This design comes from an exercise in tuning for small area, a short achievable clock period and few clock cycles per item on the open sky130 flow, not from production work. RTL that was checked went through simulation tests only; none was proved equivalent to the original. Function not checked in run 2: the RTL went through the layout flow alone.

==> flow/design.v (outline; a module is shown in full before it is edited, if it fits) <==
// module CPU: 646 lines
// module ksadd: 26 lines
// module booth17e: 447 lines
// module booth17enc: 14 lines
// module bkadd67: 266 lines
// module bkadd34: 133 lines
// module bkadd33: 131 lines
module CPU(
				clk,
			  rst_n,
		   IO_stall,
         awid_m_inf,
       awaddr_m_inf,
       awsize_m_inf,
      awburst_m_inf,
        awlen_m_inf,
      awvalid_m_inf,
      awready_m_inf,
        wdata_m_inf,
        wlast_m_inf,
       wvalid_m_inf,
       wready_m_inf,
          bid_m_inf,
        bresp_m_inf,
       bvalid_m_inf,
       bready_m_inf,
         arid_m_inf,
       araddr_m_inf,
        arlen_m_inf,
       arsize_m_inf,
      arburst_m_inf,
      arvalid_m_inf,
      arready_m_inf, 
          rid_m_inf,
        rdata_m_inf,
        rresp_m_inf,
        rlast_m_inf,
       rvalid_m_inf,
       rready_m_inf 
);
  // ...
==> flow/flow/run.sh <==
#!/bin/bash
# Standard layout, with timing repair aiming for a larger setup margin.
set -euo pipefail
bash standard.sh SETUP_SLACK_MARGIN=6.2 finish > standard_flow.log 2>&1
==> flow/standard.sh <==
#!/bin/bash
# synth_recipe.tcl (not shown) runs the flow's synth.tcl, then flattens the netlist and writes it again
# the make line also repeats each setting of config.mk as NAME=value (left out here)
make -C /OpenROAD-flow-scripts/flow DESIGN_CONFIG=/design/flow/config.mk WORK_HOME=/design/flow/orfs CLKGATE_MAP_FILE= SYNTH_SCRIPT=/design/flow/synth_recipe.tcl "${@:-finish}"
==> flow/config.mk <==
export PLATFORM = sky130hd
export DESIGN_NAME = CPU
export DESIGN_NICKNAME = CPU
export VERILOG_FILES = /design/flow/design.v
export SDC_FILE = /design/flow/constraint.sdc
export NUM_CORES = 8
export LEC_CHECK = 0
export CAP_MARGIN = 20
export CORE_MARGIN = 2
export CORE_UTILIZATION = 62.0
export CTS_CLUSTER_DIAMETER = 120
export CTS_CLUSTER_SIZE = 24
export PLACE_DENSITY = 0.75
export SETUP_SLACK_MARGIN = 5
export SLEW_MARGIN = 20
==> flow/constraint.sdc <==
create_clock -name core_clock -period 10.0 [get_ports {clk}]
set_input_delay 2.0000 -clock core_clock [delete_from_list [all_inputs] [get_ports {clk}]]
set_output_delay 2.0000 -clock core_clock [all_outputs]
set_load 0.01 [all_outputs]
==> qor.csv, run 1 <==
stage,metric,value,unit
outcome,status,"complete, no violations",
timing,Min Hold Slack,0.336,ns
synthesis,Syn Inst Count,5927,
synthesis,sequential area share after synthesis,45.4,%
routing,1st-iter DRT viols,7804,
setup_path,CP arrival,4.56,ns
setup_path,CP Buf/Inv Count,5,
routing,routed wire length,209000,µm
routing,WL met1,78300,µm
placed_design,Post-Place Cell Area,63200,µm²
setup_path,biggest cell delay along the critical path,0.53,ns
synthesis,most frequent cell after synthesis,edfxtp_1,
grt,vias in the first global route,47900,
clocking,"CTS clk-pin slew, worst paths",0.10,ns
placed_design,# port buffers,103,
synthesis,"top cells by count, synth","609 x edfxtp_1, 456 x nand2_1, 388 x nor2_1",
setup_path,Critical path origin,rb_sel[4]$_SDFFCE_PP0P_,
cells_and_area,fill count,6938,
cells_and_area,#MultiIn Comb,4138,
placed_design,Inst Count DP,7059,
cells_and_area,Area-dominant class,multi-input combinational cells,
timing,max-slew violation count,0,
setup_path,Reg-to-Reg End,ra_sel[14]$_SDFFCE_PN0P_,
floorplanning,# Taps,1287,
synthesis,largest family of logic cells by synthesized area,compound AO/OA/AOI/OAI gates,
synthesis,mux share of post-synthesis cell area,2.86,%
setup_path,kind of critical path,flip-flop to flip-flop,
setup_path,"Cell Chain, Critical Path","buf_4, a22oi_1, and3_1, a31oi_4, buf_12, o31ai_4, a21oi_2, nand4bb_4, buf_12, mux2i_4, buf_4, buf_6, o21ai_2, a31oi_4, or4_4, nor4_4",
cells_and_area,clkbuf count,84,
routing,Max Used Layer,met5,
floorplanning,Die Width,318,µm
grt,gr usage total,39.3,%
cells_and_area,max reg flops,256,
clocking,clk latency of the worst-skew pair,0.73,ns
cells_and_area,Final Util,71.4,%
Testbench counts, summed over its fixed seeds: cycles 38,604, instructions 12,000.
==> module CPU, before the edit <==
module CPU(
				clk,
			  rst_n,
		   IO_stall,
         awid_m_inf,
       awaddr_m_inf,
       awsize_m_inf,
      awburst_m_inf,
        awlen_m_inf,
      awvalid_m_inf,
      awready_m_inf,
        wdata_m_inf,
        wlast_m_inf,
       wvalid_m_inf,
       wready_m_inf,
          bid_m_inf,
        bresp_m_inf,
       bvalid_m_inf,
       bready_m_inf,
         arid_m_inf,
       araddr_m_inf,
        arlen_m_inf,
       arsize_m_inf,
      arburst_m_inf,
      arvalid_m_inf,
      arready_m_inf, 
          rid_m_inf,
        rdata_m_inf,
        rresp_m_inf,
        rlast_m_inf,
       rvalid_m_inf,
       rready_m_inf 
);
input  wire clk, rst_n;
output reg  IO_stall;
parameter ID_WIDTH = 4, ADDR_WIDTH = 32, DATA_WIDTH = 16, DRAM_NUMBER = 2, WRIT_NUMBER = 1;
output wire [WRIT_NUMBER * ID_WIDTH-1:0]      awid_m_inf;
output wire [WRIT_NUMBER * ADDR_WIDTH-1:0]  awaddr_m_inf;
output wire [WRIT_NUMBER * 3 -1:0]          awsize_m_inf;
output wire [WRIT_NUMBER * 2 -1:0]         awburst_m_inf;
output wire [WRIT_NUMBER * 7 -1:0]           awlen_m_inf;
output wire [WRIT_NUMBER-1:0]              awvalid_m_inf;
input  wire [WRIT_NUMBER-1:0]              awready_m_inf;
output wire [WRIT_NUMBER * DATA_WIDTH-1:0]   wdata_m_inf;
output wire [WRIT_NUMBER-1:0]                wlast_m_inf;
output wire [WRIT_NUMBER-1:0]               wvalid_m_inf;
input  wire [WRIT_NUMBER-1:0]               wready_m_inf;
input  wire [WRIT_NUMBER * ID_WIDTH-1:0]       bid_m_inf;
input  wire [WRIT_NUMBER * 2 -1:0]           bresp_m_inf;
input  wire [WRIT_NUMBER-1:0]               bvalid_m_inf;
output wire [WRIT_NUMBER-1:0]               bready_m_inf;
output wire [DRAM_NUMBER * ID_WIDTH-1:0]      arid_m_inf;
output wire [DRAM_NUMBER * ADDR_WIDTH-1:0]  araddr_m_inf;
output wire [DRAM_NUMBER * 7 -1:0]           arlen_m_inf;
output wire [DRAM_NUMBER * 3 -1:0]          arsize_m_inf;
output wire [DRAM_NUMBER * 2 -1:0]         arburst_m_inf;
output wire [DRAM_NUMBER-1:0]              arvalid_m_inf;
input  wire [DRAM_NUMBER-1:0]              arready_m_inf;
input  wire [DRAM_NUMBER * ID_WIDTH-1:0]       rid_m_inf;
input  wire [DRAM_NUMBER * DATA_WIDTH-1:0]   rdata_m_inf;
input  wire [DRAM_NUMBER * 2 -1:0]           rresp_m_inf;
input  wire [DRAM_NUMBER-1:0]                rlast_m_inf;
input  wire [DRAM_NUMBER-1:0]               rvalid_m_inf;
output wire [DRAM_NUMBER-1:0]               rready_m_inf;
assign awid_m_inf    = 4'd0;
assign awsize_m_inf  = 3'd1;
assign awburst_m_inf = 2'd1;
assign awlen_m_inf   = 7'd0;
assign wlast_m_inf   = 1'b1;       
assign bready_m_inf  = 1'b1;
assign arid_m_inf    = 8'd0;
assign arsize_m_inf  = {3'd1, 3'd1};
assign arburst_m_inf = {2'd1, 2'd1};
reg  [255:0] rfv;
reg  [15:0]  rv;
reg  [15:0]  wb_en;                
reg  [15:0]  wb_data;
reg  [15:0]  ra_sel, rb_sel, rd_sel;
genvar gi;
generate for (gi = 0; gi < 16; gi = gi + 1) begin : g_rf
    always @(posedge clk) if (wb_en[gi]) rfv[16*gi +: 16] <= wb_data;
end endgenerate
always @(posedge clk or negedge rst_n)
    if (!rst_n) rv <= 16'd0;
    else        rv <= rv | wb_en;
reg  [15:0] ra_raw, rb_raw;
integer ri;
always @(*) begin
    ra_raw = 16'd0;
    rb_raw = 16'd0;
    for (ri = 0; ri < 16; ri = ri + 1) begin
        ra_raw = ra_raw | ({16{ra_sel[ri]}} & rfv[16*ri +: 16]);
        rb_raw = rb_raw | ({16{rb_sel[ri]}} & rfv[16*ri +: 16]);
    end
end
wire [15:0] ra_val = ra_raw & {16{|(ra_sel & rv)}};
wire [15:0] rb_val = rb_raw & {16{|(rb_sel & rv)}};
reg         i_arvalid;
reg  [6:0]  i_arlen;
reg         i_rready;
reg  [7:0]  f_rem;         
reg  [7:0]  f_drop;        
reg         f_drain;       
reg  [10:0] f_addr;        
reg         q0v, q1v;
reg  [15:0] q0, q1;
reg  [10:0] ipc;           
reg         rdr;           
reg  [10:0] rdr_tgt;
wire [15:0] i_rdata  = rdata_m_inf[31:16];
wire        i_beat   = rvalid_m_inf[1] & i_rready;
wire [2:0]  op    = q0[15:13];
wire [3:0]  f_rt  = q0[8:5];
wire        f_fn  = q0[0];
wire [4:0]  f_imm = q0[4:0];
wire is_alu  = (op == 3'd0) | (op == 3'd1 & ~f_fn);
wire is_mul  = (op == 3'd1) & f_fn;
wire is_ld   = (op == 3'd2);
wire is_st   = (op == 3'd3);
wire is_br   = (op == 3'd4);
wire is_det  = (op == 3'd7);
wire is_nop  = (op == 3'd5) | (op == 3'd6);
reg  [15:0] busy, kill;
wire [15:0] busy_rd = busy & ~kill;
wire bz_rs  = |(busy_rd & ra_sel);
wire bz_rt  = |(busy_rd & rb_sel);
wire bzw_rt = |(busy & rb_sel);
wire bz_rd  = |(busy & rd_sel);
reg         x_alu, x_sub, x_slt;
reg  [15:0] x_rd;
reg  [16:0] ma, mb;
wire [15:0] alu_sum;
ksadd #(16, 5) u_alu (.a(ma[15:0]), .b(mb[15:0] ^ {16{x_sub}}), .ci(x_sub), .s(alu_sum));
wire        alu_lt  = (ma[15] != mb[15]) ? ma[15] : alu_sum[15];
wire [15:0] alu_res = x_slt ? {15'd0, alu_lt} : alu_sum;
wire        xw_rs   = x_alu & |(x_rd & ra_sel);
wire        xw_rt   = x_alu & |(x_rd & rb_sel);
wire        br_eq   = (ra_val == rb_val);
wire [10:0] ls_addr;
ksadd #(11, 4) u_lsa (.a(ra_val[10:0]), .b({{6{f_imm[4]}}, f_imm}), .ci(1'b0), .s(ls_addr));
wire [10:0] br_tgt  = ipc + 11'd1 + {{6{f_imm[4]}}, f_imm};
reg  [33:0] ms, mc;
reg  [8:0]  bd_one, bd_two, bd_neg;    
reg  [66:0] mp;
reg  [32:0] mq;            
wire [33:0] bs, bc;
booth17e u_mul (.a(ma), .d_one(bd_one), .d_two(bd_two), .d_neg(bd_neg), .s(bs), .c(bc));
wire [33:0] prod;
bkadd34 u_prod (.a(ms), .b(mc), .ci(1'b0), .s(prod));
reg         a_v, s_v, p_v;
reg  [1:0]  a_kind, s_kind, p_kind;
reg         a_first, s_first, p_first;
reg  [1:0]  a_sh, s_sh;
reg         a_buf, s_buf, p_buf;
reg  [3:0]  a_tag, s_tag, p_tag;
wire        p_mul   = p_v & (p_kind == 2'd3);    
wire [15:0] p_oh    = 16'd1 << p_tag;
wire [15:0] pmask   = p_mul ? p_oh : 16'd0;
wire        pw_rs   = p_mul & |(p_oh & ra_sel);
wire        pw_rt   = p_mul & |(p_oh & rb_sel);
wire [15:0] ra_fwd  = xw_rs ? alu_res : pw_rs ? mp[15:0] : ra_val;
wire [15:0] rb_fwd  = xw_rt ? alu_res : pw_rt ? mp[15:0] : rb_val;
wire bzd_rs = |(busy_rd & ~pmask & ra_sel);
wire bzd_rt = |(busy_rd & ~pmask & rb_sel);
wire [15:0] dec_ptag = 16'd1 << p_tag;
wire        p_mulwb = p_mul;                   
wire [15:0] mul_pend = ((a_v & (a_kind == 2'd3)) ? (16'd1 << a_tag) : 16'd0)
                     | ((s_v & (s_kind == 2'd3)) ? (16'd1 << s_tag) : 16'd0)
                     | (p_mul ? dec_ptag : 16'd0);
reg         dt_on;         
reg         dt_sat;        
reg  [2:0]  dt_ph;         
reg  [6:0]  dt_slot;
reg  [3:0]  dt_cnt;
reg  [3:0]  nx_ra, nx_rb;
reg  [1:0]  dt_kind, dt_sh, nx_kind, nx_sh;
reg         dt_first, dt_ha, dt_hb, dt_buf, nx_first, nx_ha, nx_hb, nx_buf;
reg         dt_v, nx_v;
wire [6:0]  dt_nslot;        
always @(*) begin
    nx_ra = 4'd0; nx_rb = 4'd0; nx_kind = 2'd0; nx_first = 1'b0;
    nx_ha = 1'b0; nx_hb = 1'b0; nx_sh = 2'd0; nx_buf = 1'b0; nx_v = 1'b1;
    case (dt_nslot)
        7'd0: begin nx_ra = 4'd0; nx_rb = 4'd5; nx_kind = 2'd0; nx_first = 1'b1; nx_ha = 1'b0; nx_hb = 1'b0; nx_sh = 2'd0; nx_buf = 1'b0; end
        7'd1: begin nx_ra = 4'd1; nx_rb = 4'd4; nx_kind = 2'd0; nx_first = 1'b0; nx_ha = 1'b0; nx_hb = 1'b0; nx_sh = 2'd0; nx_buf = 1'b0; end
        7'd2: begin nx_ra = 4'd10; nx_rb = 4'd15; nx_kind = 2'd1; nx_first = 1'b1; nx_ha = 1'b0; nx_hb = 1'b0; nx_sh = 2'd0; nx_buf = 1'b0; end
        7'd3: begin nx_ra = 4'd11; nx_rb = 4'd14; nx_kind = 2'd1; nx_first = 1'b0; nx_ha = 1'b0; nx_hb = 1'b0; nx_sh = 2'd0; nx_buf = 1'b0; end
        7'd4: begin nx_ra = 4'd0; nx_rb = 4'd6; nx_kind = 2'd0; nx_first = 1'b1; nx_ha = 1'b0; nx_hb = 1'b0; nx_sh = 2'd0; nx_buf = 1'b1; end
        7'd5: begin nx_ra = 4'd2; nx_rb = 4'd4; nx_kind = 2'd0; nx_first = 1'b0; nx_ha = 1'b0; nx_hb = 1'b0; nx_sh = 2'd0; nx_buf = 1'b1; end
        7'd6: begin nx_ra = 4'd11; nx_rb = 4'd13; nx_kind = 2'd1; nx_first = 1'b1; nx_ha = 1'b0; nx_hb = 1'b0; nx_sh = 2'd0; nx_buf = 1'b1; end
        7'd7: begin nx_ra = 4'd9; nx_rb = 4'd15; nx_kind = 2'd1; nx_first = 1'b0; nx_ha = 1'b0; nx_hb = 1'b0; nx_sh = 2'd0; nx_buf = 1'b1; end
        7'd8: begin nx_ra = 4'd0; nx_rb = 4'd0; nx_kind = 2'd2; nx_first = 1'b0; nx_ha = 1'b1; nx_hb = 1'b1; nx_sh = 2'd2; nx_buf = 1'b0; end
        7'd9: begin nx_ra = 4'd0; nx_rb = 4'd7; nx_kind = 2'd0; nx_first = 1'b1; nx_ha = 1'b0; nx_hb = 1'b0; nx_sh = 2'd0; nx_buf = 1'b0; end
        7'd10: begin nx_ra = 4'd3; nx_rb = 4'd4; nx_kind = 2'd0; nx_first = 1'b0; nx_ha = 1'b0; nx_hb = 1'b0; nx_sh = 2'd0; nx_buf = 1'b0; end
        7'd11: begin nx_ra = 4'd9; nx_rb = 4'd14; nx_kind = 2'd1; nx_first = 1'b1; nx_ha = 1'b0; nx_hb = 1'b0; nx_sh = 2'd0; nx_buf = 1'b0; end
        7'd12: begin nx_ra = 4'd10; nx_rb = 4'd13; nx_kind = 2'd1; nx_first = 1'b0; nx_ha = 1'b0; nx_hb = 1'b0; nx_sh = 2'd0; nx_buf = 1'b0; end
        7'd13: begin nx_ra = 4'd0; nx_rb = 4'd0; nx_kind = 2'd2; nx_first = 1'b0; nx_ha = 1'b1; nx_hb = 1'b1; nx_sh = 2'd2; nx_buf = 1'b1; end
        7'd14: begin nx_ra = 4'd1; nx_rb = 4'd6; nx_kind = 2'd0; nx_first = 1'b1; nx_ha = 1'b0; nx_hb = 1'b0; nx_sh = 2'd0; nx_buf = 1'b1; end
        7'd15: begin nx_ra = 4'd2; nx_rb = 4'd5; nx_kind = 2'd0; nx_first = 1'b0; nx_ha = 1'b0; nx_hb = 1'b0; nx_sh = 2'd0; nx_buf = 1'b1; end
        7'd16: begin nx_ra = 4'd8; nx_rb = 4'd15; nx_kind = 2'd1; nx_first = 1'b1; nx_ha = 1'b0; nx_hb = 1'b0; nx_sh = 2'd0; nx_buf = 1'b1; end
        7'd17: begin nx_ra = 4'd11; nx_rb = 4'd12; nx_kind = 2'd1; nx_first = 1'b0; nx_ha = 1'b0; nx_hb = 1'b0; nx_sh = 2'd0; nx_buf = 1'b1; end
        7'd18: begin nx_ra = 4'd0; nx_rb = 4'd0; nx_kind = 2'd2; nx_first = 1'b0; nx_ha = 1'b1; nx_hb = 1'b1; nx_sh = 2'd2; nx_buf = 1'b0; end
        7'd19: begin nx_ra = 4'd1; nx_rb = 4'd7; nx_kind = 2'd0; nx_first = 1'b1; nx_ha = 1'b0; nx_hb = 1'b0; nx_sh = 2'd0; nx_buf = 1'b0; end
        7'd20: begin nx_ra = 4'd3; nx_rb = 4'd5; nx_kind = 2'd0; nx_first = 1'b0; nx_ha = 1'b0; nx_hb = 1'b0; nx_sh = 2'd0; nx_buf = 1'b0; end
        7'd21: begin nx_ra = 4'd10; nx_rb = 4'd12; nx_kind = 2'd1; nx_first = 1'b1; nx_ha = 1'b0; nx_hb = 1'b0; nx_sh = 2'd0; nx_buf = 1'b0; end
        7'd22: begin nx_ra = 4'd8; nx_rb = 4'd14; nx_kind = 2'd1; nx_first = 1'b0; nx_ha = 1'b0; nx_hb = 1'b0; nx_sh = 2'd0; nx_buf = 1'b0; end
        7'd23: begin nx_ra = 4'd0; nx_rb = 4'd0; nx_kind = 2'd2; nx_first = 1'b0; nx_ha = 1'b1; nx_hb = 1'b1; nx_sh = 2'd2; nx_buf = 1'b1; end
        7'd24: begin nx_ra = 4'd2; nx_rb = 4'd7; nx_kind = 2'd0; nx_first = 1'b1; nx_ha = 1'b0; nx_hb = 1'b0; nx_sh = 2'd0; nx_buf = 1'b1; end
        7'd25: begin nx_ra = 4'd3; nx_rb = 4'd6; nx_kind = 2'd0; nx_first = 1'b0; nx_ha = 1'b0; nx_hb = 1'b0; nx_sh = 2'd0; nx_buf = 1'b1; end
        7'd26: begin nx_ra = 4'd8; nx_rb = 4'd13; nx_kind = 2'd1; nx_first = 1'b1; nx_ha = 1'b0; nx_hb = 1'b0; nx_sh = 2'd0; nx_buf = 1'b1; end
        7'd27: begin nx_ra = 4'd9; nx_rb = 4'd12; nx_kind = 2'd1; nx_first = 1'b0; nx_ha = 1'b0; nx_hb = 1'b0; nx_sh = 2'd0; nx_buf = 1'b1; end
        7'd28: begin nx_ra = 4'd0; nx_rb = 4'd0; nx_kind = 2'd2; nx_first = 1'b0; nx_ha = 1'b1; nx_hb = 1'b1; nx_sh = 2'd2; nx_buf = 1'b0; end
        7'd29: begin nx_ra = 4'd0; nx_rb = 4'd5; nx_kind = 2'd0; nx_first = 1'b1; nx_ha = 1'b0; nx_hb = 1'b0; nx_sh = 2'd0; nx_buf = 1'b0; end
        7'd30: begin nx_ra = 4'd1; nx_rb = 4'd4; nx_kind = 2'd0; nx_first = 1'b0; nx_ha = 1'b0; nx_hb = 1'b0; nx_sh = 2'd0; nx_buf = 1'b0; end
        7'd31: begin nx_ra = 4'd0; nx_rb = 4'd0; nx_kind = 2'd2; nx_first = 1'b0; nx_ha = 1'b1; nx_hb = 1'b1; nx_sh = 2'd2; nx_buf = 1'b1; end
        7'd32: begin nx_ra = 4'd10; nx_rb = 4'd15; nx_kind = 2'd1; nx_first = 1'b1; nx_ha = 1'b0; nx_hb = 1'b0; nx_sh = 2'd0; nx_buf = 1'b0; end
        7'd33: begin nx_ra = 4'd11; nx_rb = 4'd14; nx_kind = 2'd1; nx_first = 1'b0; nx_ha = 1'b0; nx_hb = 1'b0; nx_sh = 2'd0; nx_buf = 1'b0; end
        7'd34: begin nx_ra = 4'd0; nx_rb = 4'd6; nx_kind = 2'd0; nx_first = 1'b1; nx_ha = 1'b0; nx_hb = 1'b0; nx_sh = 2'd0; nx_buf = 1'b1; end
        7'd35: begin nx_ra = 4'd2; nx_rb = 4'd4; nx_kind = 2'd0; nx_first = 1'b0; nx_ha = 1'b0; nx_hb = 1'b0; nx_sh = 2'd0; nx_buf = 1'b1; end
        7'd36: begin nx_ra = 4'd11; nx_rb = 4'd13; nx_kind = 2'd1; nx_first = 1'b1; nx_ha = 1'b0; nx_hb = 1'b0; nx_sh = 2'd0; nx_buf = 1'b1; end
        7'd37: begin nx_ra = 4'd9; nx_rb = 4'd15; nx_kind = 2'd1; nx_first = 1'b0; nx_ha = 1'b0; nx_hb = 1'b0; nx_sh = 2'd0; nx_buf = 1'b1; end
        7'd38: begin nx_ra = 4'd0; nx_rb = 4'd0; nx_kind = 2'd2; nx_first = 1'b0; nx_ha = 1'b0; nx_hb = 1'b0; nx_sh = 2'd0; nx_buf = 1'b0; end
        7'd39: begin nx_ra = 4'd0; nx_rb = 4'd0; nx_kind = 2'd2; nx_first = 1'b0; nx_ha = 1'b1; nx_hb = 1'b0; nx_sh = 2'd1; nx_buf = 1'b0; end
        7'd40: begin nx_ra = 4'd0; nx_rb = 4'd0; nx_kind = 2'd2; nx_first = 1'b0; nx_ha = 1'b0; nx_hb = 1'b1; nx_sh = 2'd1; nx_buf = 1'b0; end
        7'd41: begin nx_ra = 4'd0; nx_rb = 4'd7; nx_kind = 2'd0; nx_first = 1'b1; nx_ha = 1'b0; nx_hb = 1'b0; nx_sh = 2'd0; nx_buf = 1'b0; end
        7'd42: begin nx_ra = 4'd3; nx_rb = 4'd4; nx_kind = 2'd0; nx_first = 1'b0; nx_ha = 1'b0; nx_hb = 1'b0; nx_sh = 2'd0; nx_buf = 1'b0; end
        7'd43: begin nx_ra = 4'd9; nx_rb = 4'd14; nx_kind = 2'd1; nx_first = 1'b1; nx_ha = 1'b0; nx_hb = 1'b0; nx_sh = 2'd0; nx_buf = 1'b0; end
        7'd44: begin nx_ra = 4'd10; nx_rb = 4'd13; nx_kind = 2'd1; nx_first = 1'b0; nx_ha = 1'b0; nx_hb = 1'b0; nx_sh = 2'd0; nx_buf = 1'b0; end
        7'd45: begin nx_ra = 4'd0; nx_rb = 4'd0; nx_kind = 2'd2; nx_first = 1'b0; nx_ha = 1'b0; nx_hb = 1'b0; nx_sh = 2'd0; nx_buf = 1'b1; end
        7'd46: begin nx_ra = 4'd0; nx_rb = 4'd0; nx_kind = 2'd2; nx_first = 1'b0; nx_ha = 1'b1; nx_hb = 1'b0; nx_sh = 2'd1; nx_buf = 1'b1; end
        7'd47: begin nx_ra = 4'd0; nx_rb = 4'd0; nx_kind = 2'd2; nx_first = 1'b0; nx_ha = 1'b0; nx_hb = 1'b1; nx_sh = 2'd1; nx_buf = 1'b1; end
        7'd48: begin nx_ra = 4'd1; nx_rb = 4'd6; nx_kind = 2'd0; nx_first = 1'b1; nx_ha = 1'b0; nx_hb = 1'b0; nx_sh = 2'd0; nx_buf = 1'b1; end
        7'd49: begin nx_ra = 4'd2; nx_rb = 4'd5; nx_kind = 2'd0; nx_first = 1'b0; nx_ha = 1'b0; nx_hb = 1'b0; nx_sh = 2'd0; nx_buf = 1'b1; end
        7'd50: begin nx_ra = 4'd8; nx_rb = 4'd15; nx_kind = 2'd1; nx_first = 1'b1; nx_ha = 1'b0; nx_hb = 1'b0; nx_sh = 2'd0; nx_buf = 1'b1; end
        7'd51: begin nx_ra = 4'd11; nx_rb = 4'd12; nx_kind = 2'd1; nx_first = 1'b0; nx_ha = 1'b0; nx_hb = 1'b0; nx_sh = 2'd0; nx_buf = 1'b1; end
        7'd52: begin nx_ra = 4'd0; nx_rb = 4'd0; nx_kind = 2'd2; nx_first = 1'b0; nx_ha = 1'b0; nx_hb = 1'b0; nx_sh = 2'd0; nx_buf = 1'b0; end
        7'd53: begin nx_ra = 4'd0; nx_rb = 4'd0; nx_kind = 2'd2; nx_first = 1'b0; nx_ha = 1'b1; nx_hb = 1'b0; nx_sh = 2'd1; nx_buf = 1'b0; end
        7'd54: begin nx_ra = 4'd0; nx_rb = 4'd0; nx_kind = 2'd2; nx_first = 1'b0; nx_ha = 1'b0; nx_hb = 1'b1; nx_sh = 2'd1; nx_buf = 1'b0; end
        7'd55: begin nx_ra = 4'd1; nx_rb = 4'd7; nx_kind = 2'd0; nx_first = 1'b1; nx_ha = 1'b0; nx_hb = 1'b0; nx_sh = 2'd0; nx_buf = 1'b0; end
        7'd56: begin nx_ra = 4'd3; nx_rb = 4'd5; nx_kind = 2'd0; nx_first = 1'b0; nx_ha = 1'b0; nx_hb = 1'b0; nx_sh = 2'd0; nx_buf = 1'b0; end
        7'd57: begin nx_ra = 4'd10; nx_rb = 4'd12; nx_kind = 2'd1; nx_first = 1'b1; nx_ha = 1'b0; nx_hb = 1'b0; nx_sh = 2'd0; nx_buf = 1'b0; end
        7'd58: begin nx_ra = 4'd8; nx_rb = 4'd14; nx_kind = 2'd1; nx_first = 1'b0; nx_ha = 1'b0; nx_hb = 1'b0; nx_sh = 2'd0; nx_buf = 1'b0; end
        7'd59: begin nx_ra = 4'd0; nx_rb = 4'd0; nx_kind = 2'd2; nx_first = 1'b0; nx_ha = 1'b0; nx_hb = 1'b0; nx_sh = 2'd0; nx_buf = 1'b1; end
        7'd60: begin nx_ra = 4'd0; nx_rb = 4'd0; nx_kind = 2'd2; nx_first = 1'b0; nx_ha = 1'b1; nx_hb = 1'b0; nx_sh = 2'd1; nx_buf = 1'b1; end
        7'd61: begin nx_ra = 4'd0; nx_rb = 4'd0; nx_kind = 2'd2; nx_first = 1'b0; nx_ha = 1'b0; nx_hb = 1'b1; nx_sh = 2'd1; nx_buf = 1'b1; end
        7'd62: begin nx_ra = 4'd2; nx_rb = 4'd7; nx_kind = 2'd0; nx_first = 1'b1; nx_ha = 1'b0; nx_hb = 1'b0; nx_sh = 2'd0; nx_buf = 1'b1; end
        7'd63: begin nx_ra = 4'd3; nx_rb = 4'd6; nx_kind = 2'd0; nx_first = 1'b0; nx_ha = 1'b0; nx_hb = 1'b0; nx_sh = 2'd0; nx_buf = 1'b1; end
        7'd64: begin nx_ra = 4'd8; nx_rb = 4'd13; nx_kind = 2'd1; nx_first = 1'b1; nx_ha = 1'b0; nx_hb = 1'b0; nx_sh = 2'd0; nx_buf = 1'b1; end
        7'd65: begin nx_ra = 4'd9; nx_rb = 4'd12; nx_kind = 2'd1; nx_first = 1'b0; nx_ha = 1'b0; nx_hb = 1'b0; nx_sh = 2'd0; nx_buf = 1'b1; end
        7'd66: begin nx_ra = 4'd0; nx_rb = 4'd0; nx_kind = 2'd2; nx_first = 1'b0; nx_ha = 1'b0; nx_hb = 1'b0; nx_sh = 2'd0; nx_buf = 1'b0; end
        7'd67: begin nx_ra = 4'd0; nx_rb = 4'd0; nx_kind = 2'd2; nx_first = 1'b0; nx_ha = 1'b1; nx_hb = 1'b0; nx_sh = 2'd1; nx_buf = 1'b0; end
        7'd68: begin nx_ra = 4'd0; nx_rb = 4'd0; nx_kind = 2'd2; nx_first = 1'b0; nx_ha = 1'b0; nx_hb = 1'b1; nx_sh = 2'd1; nx_buf = 1'b0; end
        7'd69: begin nx_ra = 4'd0; nx_rb = 4'd0; nx_kind = 2'd2; nx_first = 1'b0; nx_ha = 1'b0; nx_hb = 1'b0; nx_sh = 2'd0; nx_buf = 1'b1; end
        7'd70: begin nx_ra = 4'd0; nx_rb = 4'd0; nx_kind = 2'd2; nx_first = 1'b0; nx_ha = 1'b1; nx_hb = 1'b0; nx_sh = 2'd1; nx_buf = 1'b1; end
        7'd71: begin nx_ra = 4'd0; nx_rb = 4'd0; nx_kind = 2'd2; nx_first = 1'b0; nx_ha = 1'b0; nx_hb = 1'b1; nx_sh = 2'd1; nx_buf = 1'b1; end
        default: ;
    endcase
end
reg  [32:0] t0, b0, t1, b1;      
reg  [66:0] acc;
wire [32:0] t_sel = dt_buf ? t1 : t0;
wire [32:0] b_sel = dt_buf ? b1 : b0;
wire [16:0] ch_a  = dt_ha ? t_sel[32:16] : {1'b0, t_sel[15:0]};
wire [16:0] ch_b  = dt_hb ? b_sel[32:16] : {1'b0, b_sel[15:0]};
wire dt_issue = dt_on & (dt_ph == 3'd0) & ~dt_sat;
wire [32:0] x_new;
bkadd33 u_minor (.a(mq), .b(~mp[32:0]), .ci(1'b1), .s(x_new));
wire [66:0] acc_sum;
ksadd #(67, 7) u_acc (.a(acc), .b(mp), .ci(1'b0), .s(acc_sum));
wire        sat_ok  = (&acc[66:15]) | ~(|acc[66:15]);
wire [15:0] det_res = sat_ok ? acc[15:0] : (acc[66] ? 16'h8000 : 16'h7fff);
reg  [10:0] dm_addr;       
reg         d_arvalid;
reg         la1_v;         
reg  [10:0] la1;
reg  [1:0]  ld_cnt;        
reg  [3:0]  ld_tag0, ld_tag1;
reg         md_v;          
reg  [15:0] md;
reg  [3:0]  md_tag;
reg         d_rready;
reg         d_awvalid, d_wvalid;
reg  [1:0]  st_ph;         
reg  [10:0] st_addr;
reg  [15:0] wd;
assign awaddr_m_inf  = {20'd1, st_addr, 1'b0};
assign arvalid_m_inf = {i_arvalid, d_arvalid};
assign araddr_m_inf  = {20'd1, f_addr, 1'b0, 20'd1, dm_addr, 1'b0};
assign arlen_m_inf   = {i_arlen, 7'd0};
assign rready_m_inf  = {i_rready, d_rready};
assign awvalid_m_inf = d_awvalid;
assign wdata_m_inf   = wd;
assign wvalid_m_inf  = d_wvalid;
wire d_beat = rvalid_m_inf[0] & d_rready;
wire s_mul  = s_v & (s_kind == 2'd3);      
wire hz_alu = bzd_rs | bzd_rt | s_mul | |(mul_pend & rd_sel);
wire hz_mul = bzd_rs | bzd_rt | bz_rd;
wire hz_ld  = bz_rs | bzw_rt | ld_cnt[1] | xw_rs;
wire hz_st  = bz_rs | bzd_rt | xw_rs;
wire hz_br  = bz_rs | bz_rt | xw_rs | xw_rt;
reg  [3:0] rc;
reg        rc_full, rc_z;      
wire       q0ok    = q0v & ~rc_full & ~rdr;
wire st_wpend = st_ph[0] | (st_ph == 2'd2);
wire go_alu = q0ok & is_alu & ~hz_alu;
wire go_mul = q0ok & is_mul & ~hz_mul;
wire go_ld  = q0ok & is_ld  & ~hz_ld;
wire go_st  = q0ok & is_st  & ~hz_st & (st_ph == 2'd0) & rc_z;
wire go_br  = q0ok & is_br  & ~hz_br;
wire go_nop = q0ok & is_nop;
wire go_det = q0ok & is_det & ~dt_on;
wire dt_pause = dt_v & (dt_kind != 2'd2) & (bzd_rs | bzd_rt);
wire dt_adv   = dt_issue & ~dt_pause;
wire st_done = (st_ph == 2'd3) & bvalid_m_inf;
wire dt_early = dt_issue & (dt_slot == 7'd35) & ~((&acc[66:51]) | ~(|acc[66:51]));
wire dt_done = dt_on & ((dt_ph == 3'd4) | dt_sat) & ~p_mulwb & ~busy_rd[0];
wire pop   = go_alu | go_mul | go_ld | go_br | go_nop | go_st | dt_done;
wire taken = go_br & br_eq & (f_imm != 5'd0);
wire inc   = go_alu | go_mul | go_ld | go_br | go_nop | dt_done;
wire ret   = (st_ph == 2'd0) ? (~rc_z | inc) : st_done;
wire [3:0] rc_n = rc + {3'd0, inc} - {3'd0, ret & (st_ph == 2'd0)};
wire [15:0] dec_md   = 16'd1 << md_tag;
wire [15:0] dec_ld0  = 16'd1 << ld_tag0;
wire        k_md     = |(dec_md & kill);
wire        k_ld0    = |(dec_ld0 & kill);
wire wb_busy = p_mulwb | x_alu | dt_done;
wire md_wb   = md_v & ~wb_busy & ~k_md;
wire rd_wb   = d_beat & ~md_v & ~wb_busy & ~k_ld0;
wire md_kl   = md_v & k_md;
wire rd_kl   = d_beat & ~md_v & k_ld0;
always @(*) begin
    if (p_mulwb)      begin wb_en = dec_ptag; wb_data = mp[15:0]; end
    else if (x_alu)   begin wb_en = x_rd;     wb_data = alu_res;  end
    else if (dt_done) begin wb_en = 16'd1;    wb_data = det_res;  end
    else if (md_v)    begin wb_en = md_wb ? dec_md : 16'd0; wb_data = md; end
    else              begin wb_en = rd_wb ? dec_ld0 : 16'd0; wb_data = rdata_m_inf[15:0]; end
end
wire [15:0] set_mul = go_mul ? rd_sel : 16'd0;
wire [15:0] set_ld  = go_ld  ? rb_sel : 16'd0;
wire [15:0] clr_mul = p_mul ? dec_ptag : 16'd0;
wire [15:0] clr_md  = (md_wb | md_kl) ? dec_md : 16'd0;
wire [15:0] clr_rd  = (rd_wb | rd_kl) ? dec_ld0 : 16'd0;
wire [15:0] set_kl  = go_alu ? (rd_sel & busy & ~clr_mul & ~clr_md & ~clr_rd) : 16'd0;
always @(posedge clk or negedge rst_n)
    if (!rst_n) begin
        busy <= 16'd0;
        kill <= 16'd0;
    end else begin
        busy <= (busy & ~clr_mul & ~clr_md & ~clr_rd) | set_mul | set_ld;
        kill <= ((kill & ~clr_mul & ~clr_md & ~clr_rd) | set_kl) & ~set_mul & ~set_ld;
    end
always @(posedge clk or negedge rst_n)
    if (!rst_n) begin
        IO_stall <= 1'b1;
        rc       <= 4'd0;
        rc_full  <= 1'b0;
        rc_z     <= 1'b1;
    end else begin
        IO_stall <= ~ret;
        rc       <= rc_n;
        rc_full  <= (rc_n == 4'd15);
        rc_z     <= (rc_n == 4'd0);
    end
wire        rem_z   = (f_rem == 8'd0);
wire        rem_1   = (f_rem == 8'd1);
wire        drop_z  = (f_drop == 8'd0);
wire        push    = i_beat & drop_z;
wire [7:0]  rem_n   = f_rem - {7'd0, i_beat};
wire        end_n   = rem_z | (rem_1 & i_beat);    
wire [10:0] f_addr_1 = f_addr + 11'd1;
wire [10:0] ipc_1   = ipc + 11'd1;
reg  [10:0] rd_d;
reg         rdr_imm1;
wire        rd_inb  = ~rem_z & ({1'b0, rd_d} < {4'd0, f_rem});
wire        rd_q1   = q1v & rdr_imm1;
wire [10:0] tgt_d   = br_tgt - f_addr;
always @(posedge clk) begin
    if (taken) begin
        rd_d     <= i_beat ? tgt_d - 11'd1 : tgt_d;
        rdr_imm1 <= (f_imm == 5'd1);
    end
end
wire        hold_ar = q0v & is_br;
reg  [7:0]  drop_n;
reg         q0v_n, q1v_n, drain_n, q0_beat, q0_q1, q1_beat, new_ar;
reg  [10:0] sa, ipc_n;
always @(*) begin
    drop_n  = f_drop - {7'd0, i_beat & ~drop_z};
    drain_n = f_drain;
    q0v_n   = q0v;
    q1v_n   = q1v;
    q0_beat = 1'b0;
    q0_q1   = 1'b0;
    q1_beat = 1'b0;
    ipc_n   = ipc;
    sa      = f_drain ? rdr_tgt : (i_beat ? f_addr_1 : f_addr);
    new_ar  = end_n & ~hold_ar;
    if (rdr & ~rd_q1) begin
        q0v_n = 1'b0;
        q1v_n = 1'b0;
        ipc_n = rdr_tgt;
        new_ar = end_n;
        if (rd_inb) begin
            if (i_beat) begin
                if (rd_d == 11'd0) begin q0v_n = 1'b1; q0_beat = 1'b1; drop_n = 8'd0; end
                else drop_n = {1'b0, rd_d[6:0]} - 8'd1;
            end else drop_n = {1'b0, rd_d[6:0]};
        end else begin
            drop_n  = rem_n;
            drain_n = 1'b1;
            sa      = rdr_tgt;
        end
    end else if (pop | rdr) begin
        ipc_n = ipc_1;
        if (q1v) begin q0_q1 = 1'b1; q0v_n = 1'b1; q1v_n = push; q1_beat = push; end
        else     begin q0v_n = push; q0_beat = push; q1v_n = 1'b0; end
    end else if (push) begin
        if (!q0v) begin q0_beat = 1'b1; q0v_n = 1'b1; end
        else      begin q1_beat = 1'b1; q1v_n = 1'b1; end
    end
    if (new_ar) drain_n = 1'b0;
end
wire [6:0]  sa_len  = (sa[10:7] == 4'hf) ? ~sa[6:0] : 7'd127;
always @(posedge clk) begin
    if (q0_beat)     q0 <= i_rdata;
    else if (q0_q1)  q0 <= q1;
    if (q1_beat)     q1 <= i_rdata;
    if (taken)       rdr_tgt <= br_tgt;
end
always @(posedge clk or negedge rst_n) begin
    if (!rst_n) begin
        i_arvalid <= 1'b0;
        i_arlen   <= 7'd0;
        i_rready  <= 1'b0;
        f_rem     <= 8'd0;
        f_drop    <= 8'd0;
        f_drain   <= 1'b0;
        f_addr    <= 11'd0;
        q0v       <= 1'b0;
        q1v       <= 1'b0;
        ipc       <= 11'd0;
        rdr       <= 1'b0;
    end else begin
        rdr <= taken;
        ipc <= ipc_n;
        if (i_arvalid & arready_m_inf[1]) i_arvalid <= 1'b0;
        if (new_ar) begin                   
            i_arvalid <= 1'b1;
            i_arlen   <= sa_len;
            f_addr    <= sa;
            f_rem     <= {1'b0, sa_len} + 8'd1;
        end else begin
            if (i_beat) f_addr <= f_addr_1;
            f_rem   <= rem_n;
        end
        f_drain  <= drain_n;
        f_drop   <= drop_n;
        q0v      <= q0v_n;
        q1v      <= q1v_n;
        i_rready <= (drop_n != 8'd0) | ~(q0v_n & q1v_n);
    end
end
wire dt_issue_n = go_det | (dt_adv & (dt_slot != 7'd71) & ~dt_done);
always @(posedge clk) begin
    if (dt_issue_n) begin
        ra_sel <= 16'd1 << nx_ra;
        rb_sel <= 16'd1 << nx_rb;
    end else if (q0_beat) begin
        ra_sel <= 16'd1 << i_rdata[12:9];
        rb_sel <= 16'd1 << i_rdata[8:5];
    end else if (q0_q1) begin
        ra_sel <= 16'd1 << q1[12:9];
        rb_sel <= 16'd1 << q1[8:5];
    end
    if (q0_beat)    rd_sel <= 16'd1 << i_rdata[4:1];
    else if (q0_q1) rd_sel <= 16'd1 << q1[4:1];
end
wire [8:0] chb_one, chb_two, chb_neg, rbf_one, rbf_two, rbf_neg;
booth17enc u_enc_ch (.b(ch_b), .d_one(chb_one), .d_two(chb_two), .d_neg(chb_neg));
booth17enc u_enc_rb (.b({rb_fwd[15], rb_fwd}), .d_one(rbf_one), .d_two(rbf_two), .d_neg(rbf_neg));
always @(posedge clk) begin
    if (dt_adv & (dt_kind == 2'd2)) begin
        ma <= ch_a;
        mb <= ch_b;
        bd_one <= chb_one; bd_two <= chb_two; bd_neg <= chb_neg;
    end else begin
        ma <= {ra_fwd[15], ra_fwd};
        mb <= {rb_fwd[15], rb_fwd};
        bd_one <= rbf_one; bd_two <= rbf_two; bd_neg <= rbf_neg;
    end
    x_rd  <= rd_sel;
    x_sub <= f_fn | (op == 3'd1);
    x_slt <= (op == 3'd1);
    ms <= bs;
    mc <= bc;
    if (dt_on & (dt_ph == 3'd2)) mp <= {58'd0, q0[8:0]};       
    else case (s_sh)
        2'd0:    mp <= {{33{prod[33]}}, prod};
        2'd1:    mp <= {{17{prod[33]}}, prod, 16'd0};
        default: mp <= {prod[33], prod, 32'd0};
    endcase
    a_kind  <= dt_adv ? dt_kind : 2'd3;
    a_first <= dt_adv & dt_first;
    a_sh    <= dt_adv ? dt_sh : 2'd0;
    a_buf   <= dt_buf;
    a_tag   <= q0[4:1];
    s_kind <= a_kind; s_first <= a_first; s_sh <= a_sh; s_buf <= a_buf; s_tag <= a_tag;
    p_kind <= s_kind; p_first <= s_first; p_buf <= s_buf; p_tag <= s_tag;
end
always @(posedge clk or negedge rst_n)
    if (!rst_n) begin a_v <= 1'b0; s_v <= 1'b0; p_v <= 1'b0; x_alu <= 1'b0; end
    else        begin a_v <= go_mul | (dt_adv & dt_v); s_v <= a_v; p_v <= s_v; x_alu <= go_alu; end
always @(posedge clk) begin
    if (p_v & p_first) mq <= mp[32:0];
    if (p_v & ~p_first & (p_kind[1] == 1'b0)) begin
        case ({p_buf, p_kind[0]})
            2'b00: t0 <= x_new;
            2'b01: b0 <= x_new;
            2'b10: t1 <= x_new;
            2'b11: b1 <= x_new;
        endcase
    end
    if (go_det)                                acc <= 67'd0;
    else if (p_v & (p_kind == 2'd2))           acc <= acc_sum;
    else if (dt_on & (dt_ph == 3'd2) & (dt_cnt != 4'd0))
                                               acc <= {acc[66], acc[66], acc[66:2]};
    else if (dt_on & (dt_ph == 3'd3))          acc <= acc_sum;
end
assign dt_nslot = go_det ? 7'd0 : dt_slot + 7'd1;
always @(posedge clk) begin
    if (go_det | dt_adv) begin
        dt_kind <= nx_kind; dt_first <= nx_first;
        dt_ha <= nx_ha; dt_hb <= nx_hb; dt_sh <= nx_sh; dt_buf <= nx_buf; dt_v <= nx_v;
    end
end
always @(posedge clk or negedge rst_n) begin
    if (!rst_n) begin
        dt_on   <= 1'b0;
        dt_ph   <= 3'd0;
        dt_slot <= 7'd0;
        dt_cnt  <= 4'd0;
        dt_sat  <= 1'b0;
    end else begin
        dt_sat <= ~go_det & ~dt_done & (dt_sat | dt_early);
        if (go_det) begin
            dt_on   <= 1'b1;
            dt_ph   <= 3'd0;
            dt_slot <= 7'd0;
        end else if (dt_done) begin
            dt_on   <= 1'b0;
            dt_ph   <= 3'd0;
        end else if (dt_on) begin
            case (dt_ph)
                3'd0: if (dt_adv) begin
                    dt_slot <= dt_slot + 7'd1;
                    if (dt_slot == 7'd71) begin dt_ph <= 3'd1; dt_cnt <= 4'd2; end
                end
                3'd1: begin        
                    dt_cnt <= dt_cnt - 4'd1;
                    if (dt_cnt == 4'd0) begin dt_ph <= 3'd2; dt_cnt <= q0[12:9]; end
                end
                3'd2: begin        
                    dt_cnt <= dt_cnt - 4'd1;
                    if (dt_cnt == 4'd0) dt_ph <= 3'd3;
                end
                3'd3: dt_ph <= 3'd4;
                default: ;         
            endcase
        end
    end
end
wire d_arhs = d_arvalid & arready_m_inf[0];
reg  d_arq, d_arh, la1_h;
wire a_free = ~d_arq | d_arhs;
wire [1:0] ld_cnt_n = ld_cnt + {1'b0, go_ld} - {1'b0, d_beat};
reg  [1:0] st_lw;
wire [1:0] st_lw_n = st_lw - {1'b0, d_beat & (st_lw != 2'd0)};
always @(posedge clk) begin
    if (go_st) st_addr <= ls_addr;
    if (go_st) wd <= rb_fwd;
    if (d_beat & ~rd_wb & ~rd_kl) begin md <= rdata_m_inf[15:0]; md_tag <= ld_tag0; end
    if (a_free) begin
        if (la1_v)      dm_addr <= la1;
        else if (go_ld) dm_addr <= ls_addr;
    end
    if (go_ld & ~(a_free & ~la1_v)) la1 <= ls_addr;
    if (d_beat) begin
        ld_tag0 <= (go_ld & (ld_cnt == 2'd1)) ? f_rt : ld_tag1;
        ld_tag1 <= f_rt;
    end else if (go_ld) begin
        if (ld_cnt == 2'd0) ld_tag0 <= f_rt;
        else                ld_tag1 <= f_rt;
    end
end
always @(posedge clk or negedge rst_n) begin
    if (!rst_n) begin
        d_arvalid <= 1'b0;
        d_arq     <= 1'b0;
        d_arh     <= 1'b0;
        la1_v     <= 1'b0;
        la1_h     <= 1'b0;
        ld_cnt    <= 2'd0;
        md_v      <= 1'b0;
        d_rready  <= 1'b0;
        d_awvalid <= 1'b0;
        d_wvalid  <= 1'b0;
        st_ph     <= 2'd0;
        st_lw     <= 2'd0;
    end else begin : dport
        reg md_v_n, arq_n, arh_n;
        if (a_free) begin
            if (la1_v) begin
                arq_n = 1'b1; arh_n = la1_h & st_wpend;
                la1_v <= go_ld; la1_h <= st_wpend;
            end else if (go_ld) begin
                arq_n = 1'b1; arh_n = st_wpend;
            end else begin
                arq_n = 1'b0; arh_n = 1'b0;
            end
        end else begin
            arq_n = 1'b1; arh_n = d_arh & st_wpend;
            if (go_ld) begin la1_v <= 1'b1; la1_h <= st_wpend; end
            else la1_h <= la1_h & st_wpend;
        end
        d_arq     <= arq_n;
        d_arh     <= arh_n;
        d_arvalid <= arq_n & ~arh_n;
        ld_cnt <= ld_cnt_n;
        st_lw  <= go_st ? (ld_cnt - {1'b0, d_beat}) : st_lw_n;
        md_v_n = (md_v & ~md_wb & ~md_kl) | (d_beat & ~rd_wb & ~rd_kl);
        md_v     <= md_v_n;
        d_rready <= ~md_v_n;
        case (st_ph)
            2'd0: if (go_st) begin d_awvalid <= 1'b1; st_ph <= 2'd1; end
            2'd1: if (awready_m_inf) begin
                      d_awvalid <= 1'b0; st_ph <= 2'd2;
                      d_wvalid  <= (st_lw_n == 2'd0);
                  end
            2'd2: if (d_wvalid) begin
                      if (wready_m_inf) begin d_wvalid <= 1'b0; st_ph <= 2'd3; end
                  end else if (st_lw_n == 2'd0) d_wvalid <= 1'b1;
            2'd3: if (bvalid_m_inf) st_ph <= 2'd0;
        endcase
    end
end
endmodule
==> run 2: changes to the inputs <==
--- a/flow/design.v
+++ b/flow/design.v
@@ -266,7 +266,7 @@
 wire [32:0] x_new;
 bkadd33 u_minor (.a(mq), .b(~mp[32:0]), .ci(1'b1), .s(x_new));
 wire [66:0] acc_sum;
-ksadd #(67, 7) u_acc (.a(acc), .b(mp), .ci(1'b0), .s(acc_sum));
+bkadd67 u_acc (.a(acc), .b(mp), .ci(1'b0), .s(acc_sum));
 wire        sat_ok  = (&acc[66:15]) | ~(|acc[66:15]);
 wire [15:0] det_res = sat_ok ? acc[15:0] : (acc[66] ? 16'h8000 : 16'h7fff);
 reg  [10:0] dm_addr;       
==> flow/flow/run.sh (replaced) <==
#!/bin/bash
# Standard layout, with timing repair aiming for a larger setup margin.
set -euo pipefail
bash standard.sh SETUP_SLACK_MARGIN=6 finish > standard_flow.log 2>&1
==> qor.csv, run 2 <==
stage,metric,value,unit,change
placed_design,dpl hpwl,134000,µm,about the same
setup_path,CP endpoint kind,flip-flop,,unchanged
routing,vias per cell,6.94,,was 6.90
synthesis,Post-synth EDFFs,609,,unchanged
outcome,status,"complete, no violations",,unchanged
routing,Avg WL per Cell,28.9,µm,was 28.2 µm
grt,gr busiest metal,met2,,unchanged
clocking,"CTS clk-pin slew, worst paths",0.10,ns,about the same
synthesis,area share of the largest cell type after synthesis,30.2,%,was 29.9%
synthesis,post-synthesis cell area,60600,µm²,was 61200 µm²
routing,1st-iter DRT viols,7197,,was 7804
grt,initial antenna violation count,4,,was 6
synthesis,post-synth cell types,110,,was 107
floorplanning,Die Width,317,µm,was 318 µm
cells_and_area,P&R area growth vs syn,12.1,%,was 14.5%
clocking,CTS tree,built,,unchanged
timing,Fin Setup TNS,0,ns,unchanged
timing,Final Setup Violations,0,,unchanged
synthesis,sequential area share after synthesis,45.8,%,was 45.4%
floorplanning,I/O Pins,230,,unchanged
setup_path,CP arrival,4.75,ns,was 4.56 ns
clocking,clk buf depth,3,,unchanged
synthesis,"area leader, netlist",edfxtp_1,,unchanged
routing,DR pass1 iterations,7,,was 8
timing,final hold vios,0,,unchanged
setup_path,critical-path maximum fanout,9,,was 28
timing,final worst path period share,42.5,%,was 40.4%
timing,unrepaired setup endpoints after global routing,yes,,unchanged
synthesis,synth warn,3,,was 4
timing,final setup skew,0.0340,ns,was 0.0513 ns
floorplanning,floorplan row count,114,,was 115
floorplanning,initial core utilization,62.7,%,was 62.3%
hold_path,Hold Crit Class,flip-flop to flip-flop,,unchanged
grt,vias in the first global route,46400,,was 47900
grt,gr usage total,39.6,%,was 39.3%
timing,min Tclk post-route,4.25,ns,was 4.04 ns
cells_and_area,fin nets,6276,,was 6534
placed_design,Final Wtd Congestion,1.02,,was 0.996
synthesis,"top cells by count, synth","609 x edfxtp_1, 427 x nand2_1, 361 x inv_1",,"was 609 x edfxtp_1, 456 x nand2_1, 388 x nor2_1"
synthesis,ys flop type,edfxtp_1,,unchanged
timing,Worst Max-Slew Pin Slew,1.09,ns,was 1.15 ns
clocking,Post-CTS Hold Buffers,0,,unchanged
routing,Residual DRC,0,,unchanged
clocking,clock buffer count from CTS,50,,unchanged
routing,number of routed nets with antenna violations,0,,unchanged
timing,Max Fclk,235,MHz,was 247 MHz
routing,via count,49300,,was 51200
timing,Slew Limit Headroom,27.3,%,was 23.3%
grt,global-route wire length before repair,295000,µm,was 301000 µm
cells_and_area,max reg flops,256,,unchanged
clocking,CTS Root Cell,clkbuf_16,,unchanged
cells_and_area,"commonest non-fill, non-tap cell in the layout",edfxtp_1,,unchanged
synthesis,dominant cells by area after synthesis,"edfxtp_1 30%, dfxtp_1 9.8%, fa_1 5.7%",,"was edfxtp_1 30%, dfxtp_1 9.7%, dfrtp_1 5.7%"
floorplanning,die height,317,µm,was 318 µm
grt,global route total overflow,0,,unchanged
grt,met1 usage,53.3,%,was 54.2%
cells_and_area,fill count,7062,,was 6938
synthesis,ys async rst share,13.5,%,unchanged
grt,GR Util met2,59.1,%,was 56.7%
synthesis,most frequent cell after synthesis,edfxtp_1,,unchanged
synthesis,Syn Inst Count,5694,,was 5927
synthesis,Yosys reg bits,1046,,unchanged
grt,met3 Use GR,10.9,%,was 12.7%
routing,routed wire length,205000,µm,was 209000 µm
cells_and_area,# diodes,0,,was 4
setup_path,Critical Path Start Type,flip-flop,,unchanged
flow_run,total of max-cap violations,0,,unchanged
timing,max-slew violation count,0,,unchanged
cells_and_area,top flop regs,"rfv x256, acc x67, mp x66",,unchanged
cells_and_area,"commonest non-fill, non-tap cells in the layout","609 x edfxtp_1, 415 x nand2_1, 355 x inv_1, 312 x nor2_1, 254 x dfxtp_1",,"was 609 x edfxtp_1, 427 x nand2_1, 360 x inv_1, 348 x nor2_1, 270 x a21oi_1"
clocking,clk latency of the worst-skew pair,0.70,ns,was 0.73 ns
floorplanning,core area,96700,µm²,was 98100 µm²
cells_and_area,share of layout cells above drive strength 1,14.4,%,was 16.5%
grt,pin count of the biggest net entering global routing,101,,was 85
cells_and_area,Biggest register,rfv,,unchanged
placed_design,# port buffers,103,,unchanged
setup_path,kind of critical path,flip-flop to flip-flop,,unchanged
synthesis,synthesized area per cell,10.6,µm²,was 10.3 µm²
cells_and_area,design area,67900,µm²,was 70000 µm²
clocking,clk sinks,1046,,unchanged
clocking,CTS H-tree depth,2,,unchanged
setup_path,CP Data Required Time,10.50,ns,was 10.52 ns
floorplanning,Die Area,100000,µm²,was 101000 µm²
placed_design,Post-Place Cell Area,62800,µm²,was 63200 µm²
==> run 2: changes by cell type after synthesis, sizes merged, moves of 28 or more <==
cell    change
fa         +32
a21oi      -80
nor2       -63
o21ai      -44
o211ai     +28
nor4       +43
nand2      -29
==> run 2: timing repair <==
| action | 4_1_cts | 5_1_grt |
|---|---|---|
| pin swaps | 59 | 79 |
| buffers inserted | 71 | 79 |
| hold endpoints to repair | 0 | 0 |
| setup endpoints to repair | 667 | 358 |
| gates cloned | 5 | 7 |
| gates resized for setup | 253 | 228 |
==> run 2: cell type report <==
cell class	count	area (µm²)	area share [%]
Clock buffer	86	1410	2.07
Clock inverter	6	92.6	0.136
Inverter	368	1400	2.07
Multi-Input combinational cell	3939	31800	46.9
Sequential cell	1046	27800	41.0
Tap cell	1276	1600	2.35
Timing Repair Buffer	387	3740	5.50
==> run 2: logic make-up (layout without fill, tap and decap cells) <==
logic type               count (synthesis)  in the layout  synth area share [%]
AND/OR/NAND/NOR                       1390           1393                  11.3
buffers and inverters                  820            847                  5.87
multiplexers                           160            160                  3.50
AO/OA/AOI/OAI                         1468           1472                  17.0
XOR/XNOR                               381            381                  5.53
other                                    2            106                0.0124
flip-flops                            1046           1046                  45.8
adder cells (fa/ha/maj)                427            427                  11.0
==> run 2: routing by layer <==
| metal | share of wire, % | vias up |
|---|---|---|
| li1 | - | 20900 |
| met1 | 37 | 23900 |
| met2 | 44 | 3648 |
| met3 | 13 | 823 |
| met4 | 6.2 | 6 |
| met5 | 0.018 | - |
==> run 2: path summary, 6_finish.rpt <==
path	to	from	slack (ns)	cells after the start
worst max-delay path	rb_sel[1]$_SDFFCE_PP0P_	p_tag[1]$_DFF_P_	5.75	14
max in group asynchronous	kill[8]$_DFF_PN0_	rst_n	7.24	2
worst min register to register	s_buf$_DFF_P_	a_buf$_DFF_P_	0.33	0
worst max register to register	rb_sel[1]$_SDFFCE_PP0P_	p_tag[1]$_DFF_P_	5.75	14
min in group asynchronous	i_arlen[4]$_DFFE_PN0N_	rst_n	1.39	1
worst min-delay path	s_buf$_DFF_P_	a_buf$_DFF_P_	0.33	0
==> run 2: critical path, stage by stage (launching register included) <==
cell	delay [ns]
dfxtp_4	0.46
buf_4	0.20
and4b_1	0.45
nand2_1	0.26
o211ai_1	0.17
a21oi_1	0.10
and4_4	0.20
a211oi_2	0.30
o211a_1	0.27
buf_12	0.14
mux2i_4	0.27
buf_4	0.28
nor3_2	0.10
a311o_2	0.51
nor4_2	0.33
==> run 2: per-stage QoR <==
step	setup slack, ns	hold slack, ns	utilization [%]	cells
3_5_place_dp	4.18	0.313	65.0	6854
3_3_place_gp	4.09	0.311	64.9	6851
4_1_cts	5.91	0.335	68.3	7022
2_1_floorplan	5.85	0.310	-	5798
5_1_grt	5.62	0.340	70.2	7108
6_report	5.75	0.334	70.2	7108

## static timing again, ports no longer ideal
How much do the figures lean on ideal ports? The routed layouts below were timed once more, with nothing changed but the port constraints. Step 1 (the two cells are an assumption about what drives the block):
set clk [get_ports {clk}]
set_driving_cell -lib_cell sky130_fd_sc_hd__clkbuf_16 $clk
set_driving_cell -lib_cell sky130_fd_sc_hd__buf_2 [delete_from_list [all_inputs] $clk]
Step 2 moves the port delays by t, midway between the first and last clock arrival at a register: inputs arrive t later, outputs are due t later. That takes back most of the time a late clock gives input paths. a / b / c = ideal ports / drivers / drivers and shift; a / b = the first two.
run	t, ns	setup slack, ns	hold slack, ns	worst setup path after step 2	worst data-port slew with drivers (ns)
run 1	0.788	5.955 / 5.955 / 5.483	0.336 / 0.336 / 0.336	input to register	0.04
run 2	0.756	5.751 / 5.751 / 5.319	0.334 / 0.334 / 0.334	input to register	0.05
After both steps every run listed still meets setup and hold. For run 1, which loses most, drivers alone change the setup slack by 0.000 ns; drivers and shift together by -0.472 ns.
